Background: an optimization exercise with open tools, aiming at small area and a short achievable clock period. Do not read the settings as production practice.
Where RTL was checked, it was by simulation tests only, not by an equivalence proof against the original.
Power figures rest on the tool's default switching activity, not on a simulated workload.

==> pepper <==
## scarf_pat_gen_top
module scarf_pat_gen_top
( input  logic        clk,
  input  logic        rst_n_sync,
  input  logic  [7:0] data_in,
  input  logic        data_in_valid,
  input  logic        data_in_finished,
  input  logic  [6:0] slave_id,
  input  logic        rnw,
  output logic  [7:0] read_data_out,
  output logic  [7:0] gpio_pat_gen_out,
  output logic        pattern_done,
  output logic [12:0] bram_addr,
  output logic        bram_wen,
  output logic        bram_ren,
  output logic  [7:0] bram_write_data,
  input  logic  [7:0] bram_read_data
 );
clock: 6.0 ns
lec_check: 0
cap_margin: 20
core_margin: 2
core_utilization: 60
cts_buf_list: sky130_fd_sc_hd__clkbuf_8
setup_slack_margin: 3.0
slew_margin: 20
synth_hierarchical: 1
synth_minimum_keep_size: 0
tns_end_percent: 20
standard.sh (not shown) runs the stock make flow with config.mk's settings and CLKGATE_MAP_FILE= SYNTH_SCRIPT=/design/flow/synth_recipe.tcl, a recipe that flattens the netlist after the stock synthesis.
==> flow/flow/run.sh <==
#!/bin/bash
# Own flow: the standard layout (standard.sh, the same ORFS steps and
# settings) with two changes:
#  - the ports' buffers are buf_2 cells instead of the resizer's default pick
#    (repair_timing still resizes them where timing needs it);
#  - if flow/abc.script exists, the synthesis's technology mapping (ABC) runs
#    that script in place of ORFS's speed script. The synthesis passes before
#    it, the flip-flop mapping, register names, flatten and renaming are
#    synth_recipe.tcl's, unchanged.
# Each tool's output goes to the ORFS logs under orfs/logs; make's own output
# goes to flow.log here.
set -euo pipefail
W=$PWD
SYNTH=$W/synth_recipe.tcl
if [[ -f flow/abc.script ]]; then
  cp flow/abc.script $W/my_abc.script
  {
    head -1 synth_recipe.tcl
    cat <<EOT
proc abc {args} {
  set i [lsearch -exact \$args -script]
  if {\$i >= 0} { set args [lreplace \$args [expr {\$i+1}] [expr {\$i+1}] $W/my_abc.script] }
  yosys abc {*}\$args
}
EOT
    tail -n +2 synth_recipe.tcl
  } > my_synth.tcl
  SYNTH=$W/my_synth.tcl
fi
EXTRA=""
[[ -f flow/make_args.txt ]] && EXTRA=$(cat flow/make_args.txt)
sed -e "s#SYNTH_SCRIPT=[^ ]*#SYNTH_SCRIPT=$SYNTH $EXTRA#" standard.sh > my_standard.sh
bash my_standard.sh > flow.log 2>&1
==> flow/flow/make_args.txt <==
'BUFFER_PORTS_ARGS=-buffer_cell sky130_fd_sc_hd__buf_1' 'DONT_USE_CELLS=sky130_fd_sc_hd__probe_p_8 sky130_fd_sc_hd__probec_p_8 sky130_fd_sc_hd__lpflow_bleeder_1 sky130_fd_sc_hd__lpflow_clkbufkapwr_1 sky130_fd_sc_hd__lpflow_clkbufkapwr_16 sky130_fd_sc_hd__lpflow_clkbufkapwr_2 sky130_fd_sc_hd__lpflow_clkbufkapwr_4 sky130_fd_sc_hd__lpflow_clkbufkapwr_8 sky130_fd_sc_hd__lpflow_clkinvkapwr_1 sky130_fd_sc_hd__lpflow_clkinvkapwr_16 sky130_fd_sc_hd__lpflow_clkinvkapwr_2 sky130_fd_sc_hd__lpflow_clkinvkapwr_4 sky130_fd_sc_hd__lpflow_clkinvkapwr_8 sky130_fd_sc_hd__lpflow_decapkapwr_12 sky130_fd_sc_hd__lpflow_decapkapwr_3 sky130_fd_sc_hd__lpflow_decapkapwr_4 sky130_fd_sc_hd__lpflow_decapkapwr_6 sky130_fd_sc_hd__lpflow_decapkapwr_8 sky130_fd_sc_hd__lpflow_inputiso0n_1 sky130_fd_sc_hd__lpflow_inputiso0p_1 sky130_fd_sc_hd__lpflow_inputiso1n_1 sky130_fd_sc_hd__lpflow_inputiso1p_1 sky130_fd_sc_hd__lpflow_inputisolatch_1 sky130_fd_sc_hd__lpflow_isobufsrc_1 sky130_fd_sc_hd__lpflow_isobufsrc_16 sky130_fd_sc_hd__lpflow_isobufsrc_2 sky130_fd_sc_hd__lpflow_isobufsrc_4 sky130_fd_sc_hd__lpflow_isobufsrc_8 sky130_fd_sc_hd__lpflow_isobufsrckapwr_16 sky130_fd_sc_hd__lpflow_lsbuf_lh_hl_isowell_tap_1 sky130_fd_sc_hd__lpflow_lsbuf_lh_hl_isowell_tap_2 sky130_fd_sc_hd__lpflow_lsbuf_lh_hl_isowell_tap_4 sky130_fd_sc_hd__lpflow_lsbuf_lh_isowell_4 sky130_fd_sc_hd__lpflow_lsbuf_lh_isowell_tap_1 sky130_fd_sc_hd__lpflow_lsbuf_lh_isowell_tap_2 sky130_fd_sc_hd__lpflow_lsbuf_lh_isowell_tap_4  sky130_fd_sc_hd__a2111o_1 sky130_fd_sc_hd__a2111o_2 sky130_fd_sc_hd__a2111o_4 sky130_fd_sc_hd__a2111oi_0 sky130_fd_sc_hd__a2111oi_1 sky130_fd_sc_hd__a2111oi_2 sky130_fd_sc_hd__a2111oi_4 sky130_fd_sc_hd__nor4_1 sky130_fd_sc_hd__nor4_2 sky130_fd_sc_hd__nor4_4 sky130_fd_sc_hd__nor4b_1 sky130_fd_sc_hd__nor4b_2 sky130_fd_sc_hd__nor4b_4 sky130_fd_sc_hd__nor4bb_1 sky130_fd_sc_hd__nor4bb_2 sky130_fd_sc_hd__nor4bb_4 sky130_fd_sc_hd__o2111a_1 sky130_fd_sc_hd__o2111a_2 sky130_fd_sc_hd__o2111a_4 sky130_fd_sc_hd__o2111ai_1 sky130_fd_sc_hd__o2111ai_2 sky130_fd_sc_hd__o2111ai_4 sky130_fd_sc_hd__or4_1 sky130_fd_sc_hd__or4_2 sky130_fd_sc_hd__or4_4 sky130_fd_sc_hd__or4b_1 sky130_fd_sc_hd__or4b_2 sky130_fd_sc_hd__or4b_4 sky130_fd_sc_hd__or4bb_1 sky130_fd_sc_hd__or4bb_2 sky130_fd_sc_hd__or4bb_4 ' 'CTS_ARGS=-sink_clustering_enable -repair_clock_nets -dont_use_dummy_load -root_buf sky130_fd_sc_hd__clkbuf_8 -buf_list {sky130_fd_sc_hd__clkbuf_4 sky130_fd_sc_hd__clkbuf_8}' 'SYNTH_INSBUF=0'
Other scripts of this flow, unchanged in this note and not shown: flow/flow/abc.script
==> onyx: changes against pepper <==
==> flow/flow/make_args.txt (replaced) <==
'BUFFER_PORTS_ARGS=-buffer_cell sky130_fd_sc_hd__buf_1' 'DONT_USE_CELLS=sky130_fd_sc_hd__probe_p_8 sky130_fd_sc_hd__probec_p_8 sky130_fd_sc_hd__lpflow_bleeder_1 sky130_fd_sc_hd__lpflow_clkbufkapwr_1 sky130_fd_sc_hd__lpflow_clkbufkapwr_16 sky130_fd_sc_hd__lpflow_clkbufkapwr_2 sky130_fd_sc_hd__lpflow_clkbufkapwr_4 sky130_fd_sc_hd__lpflow_clkbufkapwr_8 sky130_fd_sc_hd__lpflow_clkinvkapwr_1 sky130_fd_sc_hd__lpflow_clkinvkapwr_16 sky130_fd_sc_hd__lpflow_clkinvkapwr_2 sky130_fd_sc_hd__lpflow_clkinvkapwr_4 sky130_fd_sc_hd__lpflow_clkinvkapwr_8 sky130_fd_sc_hd__lpflow_decapkapwr_12 sky130_fd_sc_hd__lpflow_decapkapwr_3 sky130_fd_sc_hd__lpflow_decapkapwr_4 sky130_fd_sc_hd__lpflow_decapkapwr_6 sky130_fd_sc_hd__lpflow_decapkapwr_8 sky130_fd_sc_hd__lpflow_inputiso0n_1 sky130_fd_sc_hd__lpflow_inputiso0p_1 sky130_fd_sc_hd__lpflow_inputiso1n_1 sky130_fd_sc_hd__lpflow_inputiso1p_1 sky130_fd_sc_hd__lpflow_inputisolatch_1 sky130_fd_sc_hd__lpflow_isobufsrc_1 sky130_fd_sc_hd__lpflow_isobufsrc_16 sky130_fd_sc_hd__lpflow_isobufsrc_2 sky130_fd_sc_hd__lpflow_isobufsrc_4 sky130_fd_sc_hd__lpflow_isobufsrc_8 sky130_fd_sc_hd__lpflow_isobufsrckapwr_16 sky130_fd_sc_hd__lpflow_lsbuf_lh_hl_isowell_tap_1 sky130_fd_sc_hd__lpflow_lsbuf_lh_hl_isowell_tap_2 sky130_fd_sc_hd__lpflow_lsbuf_lh_hl_isowell_tap_4 sky130_fd_sc_hd__lpflow_lsbuf_lh_isowell_4 sky130_fd_sc_hd__lpflow_lsbuf_lh_isowell_tap_1 sky130_fd_sc_hd__lpflow_lsbuf_lh_isowell_tap_2 sky130_fd_sc_hd__lpflow_lsbuf_lh_isowell_tap_4  sky130_fd_sc_hd__a2111o_1 sky130_fd_sc_hd__a2111o_2 sky130_fd_sc_hd__a2111o_4 sky130_fd_sc_hd__a2111oi_0 sky130_fd_sc_hd__a2111oi_1 sky130_fd_sc_hd__a2111oi_2 sky130_fd_sc_hd__a2111oi_4 sky130_fd_sc_hd__nor4_1 sky130_fd_sc_hd__nor4_2 sky130_fd_sc_hd__nor4_4 sky130_fd_sc_hd__nor4b_1 sky130_fd_sc_hd__nor4b_2 sky130_fd_sc_hd__nor4b_4 sky130_fd_sc_hd__nor4bb_1 sky130_fd_sc_hd__nor4bb_2 sky130_fd_sc_hd__nor4bb_4 sky130_fd_sc_hd__o2111a_1 sky130_fd_sc_hd__o2111a_2 sky130_fd_sc_hd__o2111a_4 sky130_fd_sc_hd__o2111ai_1 sky130_fd_sc_hd__o2111ai_2 sky130_fd_sc_hd__o2111ai_4 sky130_fd_sc_hd__or4_1 sky130_fd_sc_hd__or4_2 sky130_fd_sc_hd__or4_4 sky130_fd_sc_hd__or4b_1 sky130_fd_sc_hd__or4b_2 sky130_fd_sc_hd__or4b_4 sky130_fd_sc_hd__or4bb_1 sky130_fd_sc_hd__or4bb_2 sky130_fd_sc_hd__or4bb_4 ' 'CTS_ARGS=-sink_clustering_enable -repair_clock_nets -dont_use_dummy_load -root_buf sky130_fd_sc_hd__clkbuf_8 -buf_list sky130_fd_sc_hd__clkbuf_8' 'SYNTH_INSBUF=0'
TNS_END_PERCENT = 5   (was 20)
==> notes <==
onyx finished clean. pepper finished clean. Between onyx and pepper, the lower power is in pepper (gap about 0.75%, measured against pepper). In onyx the first-iteration DRC count is larger than in pepper, by 21%. In onyx the setup slack is worse than in pepper, by 43 ps. In synthesized cell count, pepper and onyx do not differ. Against pepper, the maximum frequency of onyx is smaller by about 1.4%. Utilization is about the same in pepper and onyx. In critical path depth, pepper and onyx do not differ. Of pepper and onyx, pepper has the higher hold slack (gap 7.3 ps). Sequential cell count is the same in onyx and pepper.
==> figures <==
|  | pepper | onyx |
|---|---|---|
| Result of the run | finished clean | finished clean |
| Placed instance area | 7230 µm² | 7220 µm² |
| Met3 Routed Length | 1.01 mm | 1.13 mm |
| Synth-to-Final Area Change | 14.5% | 14.5% |
| Clock Power | 0.540 mW | 0.544 mW |
| Smallest hold slack | 426 ps | 418 ps |
| Reg2Reg Launch Point | u_scarf_regmap_pattern_gen.registers[1][3] | u_scarf_regmap_pattern_gen.registers[1][4] |
| Post-route minimum period | 3080 ps | 3130 ps |
| Register-to-register path setup slack | 3020 ps | 2920 ps |
| Detailed-route vias per instance | 6.09 | 6.07 |
| First-pass GRT wire length | 26.6 mm | 26.7 mm |
| Initial drt markers | 487 | 591 |
| Fraction of standard cell area in multi-input logic | 46.7% | 46.9% |
| Number of gates resized after cts | 54 | 67 |
| Largest incremental delay on the critical path | 160 ps | 200 ps |
| Maximum VDD drop | 0.261 mV | 0.211 mV |
| Worst-margin pin slew | 854 ps | 888 ps |
| Switching portion of total power | 27.6% | 27.8% |
| Cell area power density | 235 nW/µm² | 237 nW/µm² |

* * *

==> inputs of 09-03 <==
scarf_pat_gen_top, a different RTL version from the one above (not shown whole).
==> module scarf_regmap_pat_gen, before the edit <==
module scarf_regmap_pat_gen
  ( input  logic        clk,
    input  logic        rst_n_sync,
    input  logic  [7:0] data_in,
    input  logic        data_in_valid,
    input  logic        data_in_finished,
    input  logic  [6:0] slave_id,
    input  logic        rnw,
    output logic  [7:0] read_data_sel,    
    output logic [12:0] end_address_pat_gen,
    output logic        enable_pat_gen,
    output logic        repeat_enable_pat_gen,
    output logic  [1:0] num_gpio_sel_pat_gen,
    output logic  [2:0] timestep_sel_pat_gen,
    output logic  [3:0] stage1_count_sel_pat_gen,
    output logic  [2:0] timestep_sel_next,       
    output logic  [3:0] stage1_count_sel_next
    );
    parameter SLAVE_ID = 7'h01;
    logic [7:0] registers[3:0];
    logic [7:0] registers_next[3:0];
    logic [3:0] address;      
    logic       first_byte;
    logic       byte_valid;
    assign byte_valid = (slave_id == SLAVE_ID) && data_in_valid;
    always_ff @(posedge clk, negedge rst_n_sync)
      if (~rst_n_sync)           first_byte <= 1'b1;
      else if (data_in_finished) first_byte <= 1'b1;
      else if (byte_valid)       first_byte <= 1'b0;
    always_ff @(posedge clk, negedge rst_n_sync)
      if (~rst_n_sync)           address <= 4'b0000;
      else if (data_in_finished) address <= 4'b0000;
      else if (byte_valid) begin
        if (first_byte) address <= (data_in[3:2] == 2'b00) ? (4'b0001 << data_in[1:0]) : 4'b0000;
        else            address <= {address[2:0], 1'b0};
      end
    always_comb begin
      read_data_sel = {7'd0, first_byte};
      for (int k = 0; k < 4; k++)
        read_data_sel = read_data_sel | ({8{address[k]}} & registers[k]);
    end
    always_comb
      for (int k = 0; k < 4; k++)
        registers_next[k] = (byte_valid && !rnw && address[k]) ? data_in : registers[k];
    always_ff @(posedge clk, negedge rst_n_sync)
      if (~rst_n_sync) begin
        registers[0] <= 8'h00;
        registers[1] <= 8'h00;
        registers[2] <= 8'h00;
        registers[3] <= 8'h00;
      end else begin
        registers[0] <= registers_next[0];
        registers[1] <= registers_next[1];
        registers[2] <= registers_next[2];
        registers[3] <= registers_next[3];
      end
    always_comb begin
      end_address_pat_gen      = {registers[2][4:0], registers[3]};
      enable_pat_gen           = registers[0][0];
      repeat_enable_pat_gen    = registers[0][1];
      stage1_count_sel_pat_gen = registers[0][7:4];
      num_gpio_sel_pat_gen     = registers[1][1:0];
      timestep_sel_pat_gen     = registers[1][5:3];
      stage1_count_sel_next    = registers_next[0][7:4];
      timestep_sel_next        = registers_next[1][5:3];
    end
endmodule
==> module scarf_bram, before the edit <==
module scarf_bram
  ( input  logic        clk,
    input  logic        rst_n_sync,
    input  logic  [7:0] data_in,
    input  logic        data_in_valid,
    input  logic        data_in_finished,
    input  logic  [6:0] slave_id,
    input  logic        rnw,
    output logic  [7:0] read_data_out,
    input  logic  [7:0] scarf_bram_read_data,
    output logic  [7:0] scarf_bram_write_data,
    output logic [12:0] scarf_bram_addr,
    output logic        scarf_bram_wen,
    output logic        scarf_bram_ren
    );
    parameter SLAVE_ID = 7'h02;
    logic [1:0] byte_count;
    logic       valid_slave;
    logic       byte_valid;
    logic       addr_max;
    logic       addr_inc;
    function automatic [12:0] carries13(input [12:0] x);
      carries13[0] = 1'b1;
      for (int i = 1; i < 13; i++) carries13[i] = carries13[i-1] & x[i-1];
    endfunction
    assign valid_slave = (slave_id == SLAVE_ID);
    assign byte_valid  = valid_slave && data_in_valid;
    assign addr_max    = &scarf_bram_addr;
    always_ff @(posedge clk, negedge rst_n_sync)
      if (~rst_n_sync)                             byte_count <= 2'd0;
      else if (data_in_finished)                   byte_count <= 2'd0;
      else if (byte_valid && (byte_count != 2'd3)) byte_count <= byte_count + 1'd1;
    assign addr_inc = byte_valid && byte_count[1] && !addr_max && (rnw || byte_count[0]);
    always_ff @(posedge clk, negedge rst_n_sync)
      if (~rst_n_sync)                                 scarf_bram_addr       <= 13'd0;
      else if (byte_valid && (byte_count == 2'd0))     scarf_bram_addr[12:8] <= data_in[4:0];
      else if (byte_valid && (byte_count == 2'd1))     scarf_bram_addr[7:0]  <= data_in;
      else if (addr_inc)                               scarf_bram_addr       <= scarf_bram_addr ^ ({13{addr_inc}} & carries13(scarf_bram_addr));
      else if (byte_count == 2'd0)                     scarf_bram_addr       <= 13'd0;
    always_ff @(posedge clk)
      scarf_bram_write_data <= data_in;
    always_ff @(posedge clk, negedge rst_n_sync)
      if (~rst_n_sync) scarf_bram_wen <= 1'b0;
      else             scarf_bram_wen <= data_in_valid && byte_count[1] && !rnw;
    always_ff @(posedge clk, negedge rst_n_sync)
      if (~rst_n_sync)                                         scarf_bram_ren <= 1'b0;
      else if (data_in_valid && (byte_count == 2'd1) && rnw)   scarf_bram_ren <= 1'b1;
      else if (byte_count == 2'd0)                             scarf_bram_ren <= 1'b0;
    always_ff @(posedge clk, negedge rst_n_sync)
      if (~rst_n_sync)              read_data_out <= 8'd0;
      else if (!valid_slave)        read_data_out <= 8'd0;
      else if (byte_count == 2'd0)  read_data_out <= {1'b0, SLAVE_ID};
      else if (scarf_bram_ren)      read_data_out <= scarf_bram_read_data;
endmodule
clock: 6.0 ns
lec_check: 0
cap_margin: 20
core_margin: 2
core_utilization: 70
cts_buf_list: sky130_fd_sc_hd__clkbuf_8
setup_slack_margin: 2.85
slew_margin: 20
synth_hierarchical: 1
synth_minimum_keep_size: 0
tns_end_percent: 20
==> flow/flow/abc.script <==
strash
&get -n
&fraig -x
&put
scorr
dc2
dretime
strash
&get -n
&dch -f
&nf
&put
==> flow/flow/make_args.txt <==
'BUFFER_PORTS_ARGS=-buffer_cell sky130_fd_sc_hd__buf_1' 'DONT_USE_CELLS=sky130_fd_sc_hd__probe_p_8 sky130_fd_sc_hd__probec_p_8 sky130_fd_sc_hd__lpflow_bleeder_1 sky130_fd_sc_hd__lpflow_clkbufkapwr_1 sky130_fd_sc_hd__lpflow_clkbufkapwr_16 sky130_fd_sc_hd__lpflow_clkbufkapwr_2 sky130_fd_sc_hd__lpflow_clkbufkapwr_4 sky130_fd_sc_hd__lpflow_clkbufkapwr_8 sky130_fd_sc_hd__lpflow_clkinvkapwr_1 sky130_fd_sc_hd__lpflow_clkinvkapwr_16 sky130_fd_sc_hd__lpflow_clkinvkapwr_2 sky130_fd_sc_hd__lpflow_clkinvkapwr_4 sky130_fd_sc_hd__lpflow_clkinvkapwr_8 sky130_fd_sc_hd__lpflow_decapkapwr_12 sky130_fd_sc_hd__lpflow_decapkapwr_3 sky130_fd_sc_hd__lpflow_decapkapwr_4 sky130_fd_sc_hd__lpflow_decapkapwr_6 sky130_fd_sc_hd__lpflow_decapkapwr_8 sky130_fd_sc_hd__lpflow_inputiso0n_1 sky130_fd_sc_hd__lpflow_inputiso0p_1 sky130_fd_sc_hd__lpflow_inputiso1n_1 sky130_fd_sc_hd__lpflow_inputiso1p_1 sky130_fd_sc_hd__lpflow_inputisolatch_1 sky130_fd_sc_hd__lpflow_isobufsrc_1 sky130_fd_sc_hd__lpflow_isobufsrc_16 sky130_fd_sc_hd__lpflow_isobufsrc_2 sky130_fd_sc_hd__lpflow_isobufsrc_4 sky130_fd_sc_hd__lpflow_isobufsrc_8 sky130_fd_sc_hd__lpflow_isobufsrckapwr_16 sky130_fd_sc_hd__lpflow_lsbuf_lh_hl_isowell_tap_1 sky130_fd_sc_hd__lpflow_lsbuf_lh_hl_isowell_tap_2 sky130_fd_sc_hd__lpflow_lsbuf_lh_hl_isowell_tap_4 sky130_fd_sc_hd__lpflow_lsbuf_lh_isowell_4 sky130_fd_sc_hd__lpflow_lsbuf_lh_isowell_tap_1 sky130_fd_sc_hd__lpflow_lsbuf_lh_isowell_tap_2 sky130_fd_sc_hd__lpflow_lsbuf_lh_isowell_tap_4  sky130_fd_sc_hd__a2111o_1 sky130_fd_sc_hd__a2111o_2 sky130_fd_sc_hd__a2111o_4 sky130_fd_sc_hd__a2111oi_0 sky130_fd_sc_hd__a2111oi_1 sky130_fd_sc_hd__a2111oi_2 sky130_fd_sc_hd__a2111oi_4 sky130_fd_sc_hd__nor4_1 sky130_fd_sc_hd__nor4_2 sky130_fd_sc_hd__nor4_4 sky130_fd_sc_hd__nor4b_1 sky130_fd_sc_hd__nor4b_2 sky130_fd_sc_hd__nor4b_4 sky130_fd_sc_hd__nor4bb_1 sky130_fd_sc_hd__nor4bb_2 sky130_fd_sc_hd__nor4bb_4 sky130_fd_sc_hd__o2111a_1 sky130_fd_sc_hd__o2111a_2 sky130_fd_sc_hd__o2111a_4 sky130_fd_sc_hd__o2111ai_1 sky130_fd_sc_hd__o2111ai_2 sky130_fd_sc_hd__o2111ai_4 sky130_fd_sc_hd__or4_1 sky130_fd_sc_hd__or4_2 sky130_fd_sc_hd__or4_4 sky130_fd_sc_hd__or4b_1 sky130_fd_sc_hd__or4b_2 sky130_fd_sc_hd__or4b_4 sky130_fd_sc_hd__or4bb_1 sky130_fd_sc_hd__or4bb_2 sky130_fd_sc_hd__or4bb_4 '
Scripts as last shown in full above: flow/flow/run.sh
==> inputs of 09-25, as changes to 09-03 <==
--- a/flow/design.v
+++ b/flow/design.v
@@ -20,4 +20,5 @@
     logic [7:0] registers[3:0];
     logic [7:0] registers_next[3:0];
+    logic [7:0] registers_d[3:0];
     logic [3:0] address;      
     logic       first_byte;
@@ -43,16 +44,18 @@
       for (int k = 0; k < 4; k++)
         registers_next[k] = (byte_valid && !rnw && address[k]) ? data_in : registers[k];
-    always_ff @(posedge clk, negedge rst_n_sync)
-      if (~rst_n_sync) begin
-        registers[0] <= 8'h00;
-        registers[1] <= 8'h00;
-        registers[2] <= 8'h00;
-        registers[3] <= 8'h00;
-      end else begin
-        registers[0] <= registers_next[0];
-        registers[1] <= registers_next[1];
-        registers[2] <= registers_next[2];
-        registers[3] <= registers_next[3];
+    logic [3:0] reg_load;
+    logic [7:0] reg_data;
+    assign reg_data = rst_n_sync ? data_in : 8'h00;
+    always_comb
+      for (int k = 0; k < 4; k++) begin
+        reg_load[k]    = !rst_n_sync || (byte_valid && !rnw && address[k]);
+        registers_d[k] = reg_load[k] ? reg_data : registers[k];
       end
+    always_ff @(posedge clk) begin
+      registers[0] <= registers_d[0];
+      registers[1] <= registers_d[1];
+      registers[2] <= registers_d[2];
+      registers[3] <= registers_d[3];
+    end
     always_comb begin
       end_address_pat_gen      = {registers[2][4:0], registers[3]};
@@ -62,6 +65,6 @@
       num_gpio_sel_pat_gen     = registers[1][1:0];
       timestep_sel_pat_gen     = registers[1][5:3];
-      stage1_count_sel_next    = registers_next[0][7:4];
-      timestep_sel_next        = registers_next[1][5:3];
+      stage1_count_sel_next    = registers_d[0][7:4];
+      timestep_sel_next        = registers_d[1][5:3];
     end
 endmodule
@@ -248,10 +251,10 @@
     assign byte_valid  = valid_slave && data_in_valid;
     assign addr_max    = &scarf_bram_addr;
-    always_ff @(posedge clk, negedge rst_n_sync)
+    always_ff @(posedge clk)
       if (~rst_n_sync)                             byte_count <= 2'd0;
       else if (data_in_finished)                   byte_count <= 2'd0;
       else if (byte_valid && (byte_count != 2'd3)) byte_count <= byte_count + 1'd1;
     assign addr_inc = byte_valid && byte_count[1] && !addr_max && (rnw || byte_count[0]);
-    always_ff @(posedge clk, negedge rst_n_sync)
+    always_ff @(posedge clk)
       if (~rst_n_sync)                                 scarf_bram_addr       <= 13'd0;
       else if (byte_valid && (byte_count == 2'd0))     scarf_bram_addr[12:8] <= data_in[4:0];
==> flow/flow/make_args.txt (replaced) <==
'BUFFER_PORTS_ARGS=-buffer_cell sky130_fd_sc_hd__buf_1' 'DONT_USE_CELLS=sky130_fd_sc_hd__probe_p_8 sky130_fd_sc_hd__probec_p_8 sky130_fd_sc_hd__lpflow_bleeder_1 sky130_fd_sc_hd__lpflow_clkbufkapwr_1 sky130_fd_sc_hd__lpflow_clkbufkapwr_16 sky130_fd_sc_hd__lpflow_clkbufkapwr_2 sky130_fd_sc_hd__lpflow_clkbufkapwr_4 sky130_fd_sc_hd__lpflow_clkbufkapwr_8 sky130_fd_sc_hd__lpflow_clkinvkapwr_1 sky130_fd_sc_hd__lpflow_clkinvkapwr_16 sky130_fd_sc_hd__lpflow_clkinvkapwr_2 sky130_fd_sc_hd__lpflow_clkinvkapwr_4 sky130_fd_sc_hd__lpflow_clkinvkapwr_8 sky130_fd_sc_hd__lpflow_decapkapwr_12 sky130_fd_sc_hd__lpflow_decapkapwr_3 sky130_fd_sc_hd__lpflow_decapkapwr_4 sky130_fd_sc_hd__lpflow_decapkapwr_6 sky130_fd_sc_hd__lpflow_decapkapwr_8 sky130_fd_sc_hd__lpflow_inputiso0n_1 sky130_fd_sc_hd__lpflow_inputiso0p_1 sky130_fd_sc_hd__lpflow_inputiso1n_1 sky130_fd_sc_hd__lpflow_inputiso1p_1 sky130_fd_sc_hd__lpflow_inputisolatch_1 sky130_fd_sc_hd__lpflow_isobufsrc_1 sky130_fd_sc_hd__lpflow_isobufsrc_16 sky130_fd_sc_hd__lpflow_isobufsrc_2 sky130_fd_sc_hd__lpflow_isobufsrc_4 sky130_fd_sc_hd__lpflow_isobufsrc_8 sky130_fd_sc_hd__lpflow_isobufsrckapwr_16 sky130_fd_sc_hd__lpflow_lsbuf_lh_hl_isowell_tap_1 sky130_fd_sc_hd__lpflow_lsbuf_lh_hl_isowell_tap_2 sky130_fd_sc_hd__lpflow_lsbuf_lh_hl_isowell_tap_4 sky130_fd_sc_hd__lpflow_lsbuf_lh_isowell_4 sky130_fd_sc_hd__lpflow_lsbuf_lh_isowell_tap_1 sky130_fd_sc_hd__lpflow_lsbuf_lh_isowell_tap_2 sky130_fd_sc_hd__lpflow_lsbuf_lh_isowell_tap_4  sky130_fd_sc_hd__a2111o_1 sky130_fd_sc_hd__a2111o_2 sky130_fd_sc_hd__a2111o_4 sky130_fd_sc_hd__a2111oi_0 sky130_fd_sc_hd__a2111oi_1 sky130_fd_sc_hd__a2111oi_2 sky130_fd_sc_hd__a2111oi_4 sky130_fd_sc_hd__nor4_1 sky130_fd_sc_hd__nor4_2 sky130_fd_sc_hd__nor4_4 sky130_fd_sc_hd__nor4b_1 sky130_fd_sc_hd__nor4b_2 sky130_fd_sc_hd__nor4b_4 sky130_fd_sc_hd__nor4bb_1 sky130_fd_sc_hd__nor4bb_2 sky130_fd_sc_hd__nor4bb_4 sky130_fd_sc_hd__o2111a_1 sky130_fd_sc_hd__o2111a_2 sky130_fd_sc_hd__o2111a_4 sky130_fd_sc_hd__o2111ai_1 sky130_fd_sc_hd__o2111ai_2 sky130_fd_sc_hd__o2111ai_4 sky130_fd_sc_hd__or4_1 sky130_fd_sc_hd__or4_2 sky130_fd_sc_hd__or4_4 sky130_fd_sc_hd__or4b_1 sky130_fd_sc_hd__or4b_2 sky130_fd_sc_hd__or4b_4 sky130_fd_sc_hd__or4bb_1 sky130_fd_sc_hd__or4bb_2 sky130_fd_sc_hd__or4bb_4 ' 'CTS_ARGS=-sink_clustering_enable -repair_clock_nets -root_buf sky130_fd_sc_hd__clkbuf_8 -buf_list sky130_fd_sc_hd__clkbuf_4' 'SYNTH_INSBUF=0'
- CORE_UTILIZATION: 70 -> 60
==> inputs of 02-04, as changes to 09-03 <==
--- a/flow/design.v
+++ b/flow/design.v
@@ -20,4 +20,5 @@
     logic [7:0] registers[3:0];
     logic [7:0] registers_next[3:0];
+    logic [7:0] registers_d[3:0];
     logic [3:0] address;      
     logic       first_byte;
@@ -43,16 +44,13 @@
       for (int k = 0; k < 4; k++)
         registers_next[k] = (byte_valid && !rnw && address[k]) ? data_in : registers[k];
-    always_ff @(posedge clk, negedge rst_n_sync)
-      if (~rst_n_sync) begin
-        registers[0] <= 8'h00;
-        registers[1] <= 8'h00;
-        registers[2] <= 8'h00;
-        registers[3] <= 8'h00;
-      end else begin
-        registers[0] <= registers_next[0];
-        registers[1] <= registers_next[1];
-        registers[2] <= registers_next[2];
-        registers[3] <= registers_next[3];
-      end
+    always_comb
+      for (int k = 0; k < 4; k++)
+        registers_d[k] = rst_n_sync ? registers_next[k] : 8'h00;
+    always_ff @(posedge clk) begin
+      registers[0] <= registers_d[0];
+      registers[1] <= registers_d[1];
+      registers[2] <= registers_d[2];
+      registers[3] <= registers_d[3];
+    end
     always_comb begin
       end_address_pat_gen      = {registers[2][4:0], registers[3]};
@@ -62,6 +60,6 @@
       num_gpio_sel_pat_gen     = registers[1][1:0];
       timestep_sel_pat_gen     = registers[1][5:3];
-      stage1_count_sel_next    = registers_next[0][7:4];
-      timestep_sel_next        = registers_next[1][5:3];
+      stage1_count_sel_next    = registers_d[0][7:4];
+      timestep_sel_next        = registers_d[1][5:3];
     end
 endmodule
@@ -248,10 +246,10 @@
     assign byte_valid  = valid_slave && data_in_valid;
     assign addr_max    = &scarf_bram_addr;
-    always_ff @(posedge clk, negedge rst_n_sync)
+    always_ff @(posedge clk)
       if (~rst_n_sync)                             byte_count <= 2'd0;
       else if (data_in_finished)                   byte_count <= 2'd0;
       else if (byte_valid && (byte_count != 2'd3)) byte_count <= byte_count + 1'd1;
     assign addr_inc = byte_valid && byte_count[1] && !addr_max && (rnw || byte_count[0]);
-    always_ff @(posedge clk, negedge rst_n_sync)
+    always_ff @(posedge clk)
       if (~rst_n_sync)                                 scarf_bram_addr       <= 13'd0;
       else if (byte_valid && (byte_count == 2'd0))     scarf_bram_addr[12:8] <= data_in[4:0];
- CORE_UTILIZATION: 70 -> 60
- SETUP_SLACK_MARGIN: 2.85 -> 3.0
==> inputs of 08-24, as changes to 09-03 <==
--- a/flow/design.v
+++ b/flow/design.v
@@ -20,4 +20,5 @@
     logic [7:0] registers[3:0];
     logic [7:0] registers_next[3:0];
+    logic [7:0] registers_d[3:0];
     logic [3:0] address;      
     logic       first_byte;
@@ -43,16 +44,13 @@
       for (int k = 0; k < 4; k++)
         registers_next[k] = (byte_valid && !rnw && address[k]) ? data_in : registers[k];
-    always_ff @(posedge clk, negedge rst_n_sync)
-      if (~rst_n_sync) begin
-        registers[0] <= 8'h00;
-        registers[1] <= 8'h00;
-        registers[2] <= 8'h00;
-        registers[3] <= 8'h00;
-      end else begin
-        registers[0] <= registers_next[0];
-        registers[1] <= registers_next[1];
-        registers[2] <= registers_next[2];
-        registers[3] <= registers_next[3];
-      end
+    always_comb
+      for (int k = 0; k < 4; k++)
+        registers_d[k] = rst_n_sync ? registers_next[k] : 8'h00;
+    always_ff @(posedge clk) begin
+      registers[0] <= registers_d[0];
+      registers[1] <= registers_d[1];
+      registers[2] <= registers_d[2];
+      registers[3] <= registers_d[3];
+    end
     always_comb begin
       end_address_pat_gen      = {registers[2][4:0], registers[3]};
@@ -62,6 +60,6 @@
       num_gpio_sel_pat_gen     = registers[1][1:0];
       timestep_sel_pat_gen     = registers[1][5:3];
-      stage1_count_sel_next    = registers_next[0][7:4];
-      timestep_sel_next        = registers_next[1][5:3];
+      stage1_count_sel_next    = registers_d[0][7:4];
+      timestep_sel_next        = registers_d[1][5:3];
     end
 endmodule
@@ -248,10 +246,10 @@
     assign byte_valid  = valid_slave && data_in_valid;
     assign addr_max    = &scarf_bram_addr;
-    always_ff @(posedge clk, negedge rst_n_sync)
+    always_ff @(posedge clk)
       if (~rst_n_sync)                             byte_count <= 2'd0;
       else if (data_in_finished)                   byte_count <= 2'd0;
       else if (byte_valid && (byte_count != 2'd3)) byte_count <= byte_count + 1'd1;
     assign addr_inc = byte_valid && byte_count[1] && !addr_max && (rnw || byte_count[0]);
-    always_ff @(posedge clk, negedge rst_n_sync)
+    always_ff @(posedge clk)
       if (~rst_n_sync)                                 scarf_bram_addr       <= 13'd0;
       else if (byte_valid && (byte_count == 2'd0))     scarf_bram_addr[12:8] <= data_in[4:0];
- CORE_UTILIZATION: 70 -> 60
- SETUP_SLACK_MARGIN: 2.85 -> 3.0
- TNS_END_PERCENT: 20 -> 100
==> comparison <==
Worst setup slack, lowest first: 09-25, 09-03, 08-24, 02-04. Via count: 09-25 < 09-03 < 02-04 < 08-24. Combinational power, highest first: 09-25, 08-24, 02-04, 09-03. In 02-04 the synthesized cell count is larger than in 09-25, by 11%. Final area, lowest first: 09-25, 02-04, 09-03, 08-24.
Function not checked in 02-04 and 08-24: the RTL went through the layout flow alone.

==> port drivers added, routing unchanged <==
No port has a modelled driver above. Below, the same layouts with a new extraction and two added sets of constraints. Step 1 assumes that a clkbuf_16 drives the clock port and a buf_2 every other input. Step 2 moves the port delays by t, midway between the first and last clock arrival at a register: inputs arrive t later, outputs are due t later. That takes back most of the time a late clock gives input paths. Three values: ideal, step 1, step 2; two values: the first two.
run	t (ns)	setup WS [ns]	worst data-port slew with drivers (ns)
pepper	0.470	2.917 / 2.883 / 2.509	0.06
onyx	0.468	2.874 / 2.841 / 2.430	0.07
09-03	0.470	2.757 / 2.767 / 2.297	0.04
09-25	0.471	2.725 / 2.699 / 2.451	0.04
02-04	0.484	2.859 / 2.824 / 2.413	0.05
08-24	0.490	2.840 / 2.802 / 2.512	0.05
After both steps every run listed still meets setup and hold. For 09-03, which loses most, drivers alone change the setup slack by +0.010 ns; drivers and shift together by -0.460 ns.
